Source: an optimization exercise on an open RTL-to-GDS flow (aim: small area and a short achievable clock period). Production flows keep margins and buffers that such runs may drop.
The RTL was checked by simulation tests, not by an equivalence proof against the original design.

==> flow/design.v (excerpt) <==
module ntt_butterfly
#(
    parameter REG_SIZE = 23
)
(
    input  wire                 clk,
    input  wire                 reset_n,
    input  wire                 zeroize,
    input  wire [2:0]           mode,
    input  wire                 accumulate,
    input  wire                 mlkem,
    input  wire  [REG_SIZE-1:0] opu_i,
    input  wire  [REG_SIZE-1:0] opv_i,
    input  wire  [REG_SIZE-1:0] opw_i,
    output logic [REG_SIZE-1:0] u_o,
    output logic [REG_SIZE-1:0] v_o,
    output logic [REG_SIZE-1:0] pwm_res_o,
    output logic [REG_SIZE-1:0] pairwm_mul_red_o
);
Size in the first run: about 200 flip-flops, ~170 I/O pins, roughly 38000 um^2 of cells after synthesis.
==> flow/config.mk <==
export PLATFORM = sky130hd
export DESIGN_NAME = ntt_butterfly
export DESIGN_NICKNAME = ntt_butterfly
export VERILOG_FILES = /design/flow/design.v
export SDC_FILE = /design/flow/constraint.sdc
export NUM_CORES = 4
export LEC_CHECK = 0
export ABC_AREA = 1
export CAP_MARGIN = 20
export CORE_MARGIN = 2
export CORE_UTILIZATION = 40
export CTS_BUF_LIST = sky130_fd_sc_hd__clkbuf_4 sky130_fd_sc_hd__clkbuf_8
export SETUP_SLACK_MARGIN = 5
export SLEW_MARGIN = 20
==> flow/constraint.sdc <==
create_clock -name core_clock -period 13.0 [get_ports {clk}]
set_input_delay 2.6000 -clock core_clock [delete_from_list [all_inputs] [get_ports {clk}]]
set_output_delay 2.6000 -clock core_clock [all_outputs]
set_load 0.01 [all_outputs]
standard.sh (not shown) runs the stock make flow with config.mk's settings and CLKGATE_MAP_FILE= SYNTH_SCRIPT=/design/flow/synth_recipe.tcl, a recipe that flattens the netlist after the stock synthesis.
==> flow/flow/run.sh <==
#!/bin/bash
# Standard layout; the port buffers use the smallest buffer cell (the resizer
# still upsizes any that timing or slew needs).
set -euo pipefail
bash standard.sh SETUP_SLACK_MARGIN=5.5 "BUFFER_PORTS_ARGS=-buffer_cell sky130_fd_sc_hd__buf_1" finish > standard.log 2>&1
The starting point finished with timing, DRC and antenna clean.
Edit:
==> flow/run.sh (new file) <==
#!/bin/bash
# synth_recipe.tcl (not shown) runs the flow's synth.tcl, then flattens the netlist and writes it again
# the make line also repeats each setting of config.mk as NAME=value (left out here)
make -C /OpenROAD-flow-scripts/flow DESIGN_CONFIG=/design/flow/config.mk WORK_HOME=/design/flow/orfs CLKGATE_MAP_FILE= SYNTH_SCRIPT=/design/flow/synth_recipe.tcl finish
Settings changed: CTS_BUF_LIST sky130_fd_sc_hd__clkbuf_4 sky130_fd_sc_hd__clkbuf_8 to not set, SETUP_SLACK_MARGIN 5 to 4.
removed: flow/flow/run.sh
removed: flow/standard.sh
Outcome:
- final area is lower by 6.4%
- hold slack barely changes
Edit:
==> flow/flow/run.sh (new file) <==
#!/bin/bash
# Standard layout; the port buffers use the smallest buffer cell (the resizer
# still upsizes any that timing or slew needs).
set -euo pipefail
bash standard.sh "BUFFER_PORTS_ARGS=-buffer_cell sky130_fd_sc_hd__buf_1" finish > standard.log 2>&1
==> flow/standard.sh (new file) <==
#!/bin/bash
# synth_recipe.tcl (not shown) runs the flow's synth.tcl, then flattens the netlist and writes it again
# the make line also repeats each setting of config.mk as NAME=value (left out here)
make -C /OpenROAD-flow-scripts/flow DESIGN_CONFIG=/design/flow/config.mk WORK_HOME=/design/flow/orfs CLKGATE_MAP_FILE= SYNTH_SCRIPT=/design/flow/synth_recipe.tcl "${@:-finish}"
Settings changed: SETUP_SLACK_MARGIN 4 to 5.
removed: flow/run.sh
Global-route usage rises by 1.1 points.
Worst hold slack is better by 0.0043 ns.
Setup slack improved by 0.78 ns.
Final cell count climbs slightly.
Edit:
==> flow/flow/run.sh (replaced) <==
#!/bin/bash
# Standard layout, with repair_timing aiming for a larger setup slack margin.
set -euo pipefail
bash standard.sh SETUP_SLACK_MARGIN=6.5 finish > standard.log 2>&1
Settings changed: SETUP_SLACK_MARGIN 5 to not set.
The new run completed with no timing, DRC or antenna violations.
Count of clock-buffer cells in the layout falls by 2.
Routed wire length rises by a few percent.
Die area stays the same.
Worst setup slack improves by 0.16 ns.
Via count rises by a few percent.
Hold slack improves by 0.030 ns.
Global-route usage rises by 0.67 points.
Utilization rises by 10 points.
Area after synthesis is unchanged.
Register-to-register slack improves by 0.16 ns.


== run K ==
ntt_butterfly, a different RTL version from the one above (not shown whole).
Size in the first run: about 210 flip-flops, about 170 I/O pins, about 0.038 mm^2 of cells after synthesis.
==> flow/config.mk <==
export PLATFORM = sky130hd
export DESIGN_NAME = ntt_butterfly
export DESIGN_NICKNAME = ntt_butterfly
export VERILOG_FILES = /design/flow/design.v
export SDC_FILE = /design/flow/constraint.sdc
export NUM_CORES = 4
export LEC_CHECK = 0
export CAP_MARGIN = 20
export CORE_MARGIN = 2
export CORE_UTILIZATION = 65
export SETUP_SLACK_MARGIN = 5
export SLEW_MARGIN = 20
==> flow/constraint.sdc <==
create_clock -name core_clock -period 13.0 [get_ports {clk}]
set_input_delay 2.6000 -clock core_clock [delete_from_list [all_inputs] [get_ports {clk}]]
set_output_delay 2.6000 -clock core_clock [all_outputs]
set_load 0.01 [all_outputs]
run.sh (not shown) runs the stock make flow with config.mk's settings and CLKGATE_MAP_FILE= SYNTH_SCRIPT=/design/flow/synth_recipe.tcl, a recipe that flattens the netlist after the stock synthesis.
Stock flow here: none of the scripts above is used.
Run K completed every stage of the flow, and the final layout passed the timing, design-rule and antenna checks.
--- input diff run K..run M ---
- CORE_UTILIZATION now 40, was 65
## What came out
- On worst setup timing slack at the placement stage, the higher figure sits with run K, not run M.
- The die used by run M is larger than the one used by run K.
- When run M is set beside run K, its met1 routing resource usage after global routing turns out to be 23 points smaller.
- Starting density of the core down 26 points in run M wrt run K
- Final critical-path setup slack is lower on run K


ntt_butterfly, a different RTL version from the one above (not shown whole).
Size: roughly 5200 cells after synthesis, about 170 I/O pins.
==> flow/config.mk <==
export PLATFORM = sky130hd
export DESIGN_NAME = ntt_butterfly
export DESIGN_NICKNAME = ntt_butterfly
export VERILOG_FILES = /design/flow/design.v
export SDC_FILE = /design/flow/constraint.sdc
export NUM_CORES = 4
export LEC_CHECK = 0
export ABC_AREA = 1
export CAP_MARGIN = 20
export CORE_MARGIN = 2
export CORE_UTILIZATION = 40
export SETUP_SLACK_MARGIN = 5
export SLEW_MARGIN = 20
==> flow/constraint.sdc <==
create_clock -name core_clock -period 13.0 [get_ports {clk}]
set_input_delay 2.6000 -clock core_clock [delete_from_list [all_inputs] [get_ports {clk}]]
set_output_delay 2.6000 -clock core_clock [all_outputs]
set_load 0.01 [all_outputs]
standard.sh (not shown) runs the stock make flow with config.mk's settings and CLKGATE_MAP_FILE= SYNTH_SCRIPT=/design/flow/synth_recipe.tcl, a recipe that flattens the netlist after the stock synthesis.
==> flow/flow/run.sh <==
#!/bin/bash
# Standard synthesis, then a netlist pass that re-balances the inverters around
# the full-adder cells (flow/fixfa.py, logic unchanged), then the standard
# layout with port buffers of the smallest buffer cell and a larger setup
# slack margin for repair_timing. Each tool's output goes to its own log here.
set -euo pipefail
R=orfs/results/sky130hd/ntt_butterfly/base
ARGS=(SETUP_SLACK_MARGIN=5.5 "BUFFER_PORTS_ARGS=-buffer_cell sky130_fd_sc_hd__buf_1")
bash standard.sh "${ARGS[@]}" synth > synth.log 2>&1
cp "$R/1_2_yosys.v" "$R/1_2_yosys.std.v"
python3 flow/fixfa.py "$R/1_2_yosys.std.v" "$R/1_2_yosys.v" > fixfa.log 2>&1
rm -f "$R/1_synth.odb" "$R/1_synth.sdc"
bash standard.sh "${ARGS[@]}" finish > standard.log 2>&1
Other scripts of this flow, unchanged in this note and not shown: flow/flow/fixfa.py
Change:
--- a/flow/flow/run.sh
+++ b/flow/flow/run.sh
@@ -6,5 +6,5 @@
 set -euo pipefail
 R=orfs/results/sky130hd/ntt_butterfly/base
-ARGS=(SETUP_SLACK_MARGIN=5.5 "BUFFER_PORTS_ARGS=-buffer_cell sky130_fd_sc_hd__buf_1")
+ARGS=("BUFFER_PORTS_ARGS=-buffer_cell sky130_fd_sc_hd__buf_1")
 bash standard.sh "${ARGS[@]}" synth > synth.log 2>&1
 cp "$R/1_2_yosys.v" "$R/1_2_yosys.std.v"
- ABC_AREA: 1 -> unset
The changed run produced a clean layout.
Area after synthesis drops by about 2.7%.
Setup slack degrades by 570 ps.
Clock-buffer cell count climbs by 4.
Via count drops by 10%.
Change:
--- a/flow/flow/run.sh
+++ b/flow/flow/run.sh
@@ -6,5 +6,5 @@
 set -euo pipefail
 R=orfs/results/sky130hd/ntt_butterfly/base
-ARGS=("BUFFER_PORTS_ARGS=-buffer_cell sky130_fd_sc_hd__buf_1")
+ARGS=(SETUP_SLACK_MARGIN=5.5 "BUFFER_PORTS_ARGS=-buffer_cell sky130_fd_sc_hd__buf_1")
 bash standard.sh "${ARGS[@]}" synth > synth.log 2>&1
 cp "$R/1_2_yosys.v" "$R/1_2_yosys.std.v"
Global-route usage is about the same. Cell area climbs by a few percent. Register-to-register slack is worse by 30 ps. Maximum frequency drops slightly. Setup slack is worse by 30 ps. Routed wire length climbs slightly.
Change:
--- a/flow/flow/run.sh
+++ b/flow/flow/run.sh
@@ -6,5 +6,5 @@
 set -euo pipefail
 R=orfs/results/sky130hd/ntt_butterfly/base
-ARGS=(SETUP_SLACK_MARGIN=5.5 "BUFFER_PORTS_ARGS=-buffer_cell sky130_fd_sc_hd__buf_1")
+ARGS=("BUFFER_PORTS_ARGS=-buffer_cell sky130_fd_sc_hd__buf_1")
 bash standard.sh "${ARGS[@]}" synth > synth.log 2>&1
 cp "$R/1_2_yosys.v" "$R/1_2_yosys.std.v"
- ABC_AREA: unset -> 1
- TNS_END_PERCENT: unset -> 40
What happened: Via count increases by a little under a tenth. Area after synthesis rose by a few percent. Cell count goes up by about a fifth. Wire length goes up by roughly a tenth. Register-to-register slack gets better by 320 ps. Core utilization falls by 4.3 points. Maximum frequency went up by a few percent.

-- separate check: timing with driven ports --
No port has a modelled driver above. Below, the same layouts with a new extraction and two added sets of constraints.
Step 1 (the two cells are an assumption about what drives the block):
set clk [get_ports {clk}]
set_driving_cell -lib_cell sky130_fd_sc_hd__clkbuf_16 $clk
set_driving_cell -lib_cell sky130_fd_sc_hd__buf_2 [delete_from_list [all_inputs] $clk]
Step 2, shift: input delay + t, output delay - t, t = (earliest + latest rising clock arrival at the registers) / 2. This alone moves slack from input paths to output paths.
a / b / c = no drivers / after step 1 / after step 2; a / b = the first two.
run | t (ns) | setup WS [ns] | slew at the worst register clock pin (ns) | worst slew at a driven data input, ns
the first run of note 1 | 0.722 | 5.440 / 5.440 / 5.440 | 0.08 / 0.08 | 0.04
the second run of note 1 | 0.660 | 4.363 / 4.363 / 4.363 | 0.08 / 0.08 | 0.05
the third run of note 1 | 0.672 | 5.145 / 5.145 / 5.145 | 0.07 / 0.07 | 0.04
the fourth run of note 1 | 0.629 | 5.302 / 5.302 / 5.302 | 0.07 / 0.07 | 0.06
run K | 0.617 | 4.734 / 4.749 / 4.139 | 0.08 / 0.08 | 0.10
run M | 0.677 | 4.832 / 4.843 / 4.165 | 0.09 / 0.09 | 0.12
the first run of note 3 | 0.641 | 5.330 / 5.330 / 5.330 | 0.08 / 0.08 | 0.05
the second run of note 3 | 0.662 | 4.763 / 4.763 / 4.763 | 0.08 / 0.08 | 0.08
the third run of note 3 | 0.646 | 4.733 / 4.733 / 4.733 | 0.07 / 0.07 | 0.09
the fourth run of note 3 | 0.658 | 5.058 / 4.991 / 5.058 | 0.07 / 0.07 | 0.04
After both steps setup and hold are still met in every run listed. The setup slack of run M, which loses most, moves by +0.011 ns with the drivers and by -0.667 ns with both steps.
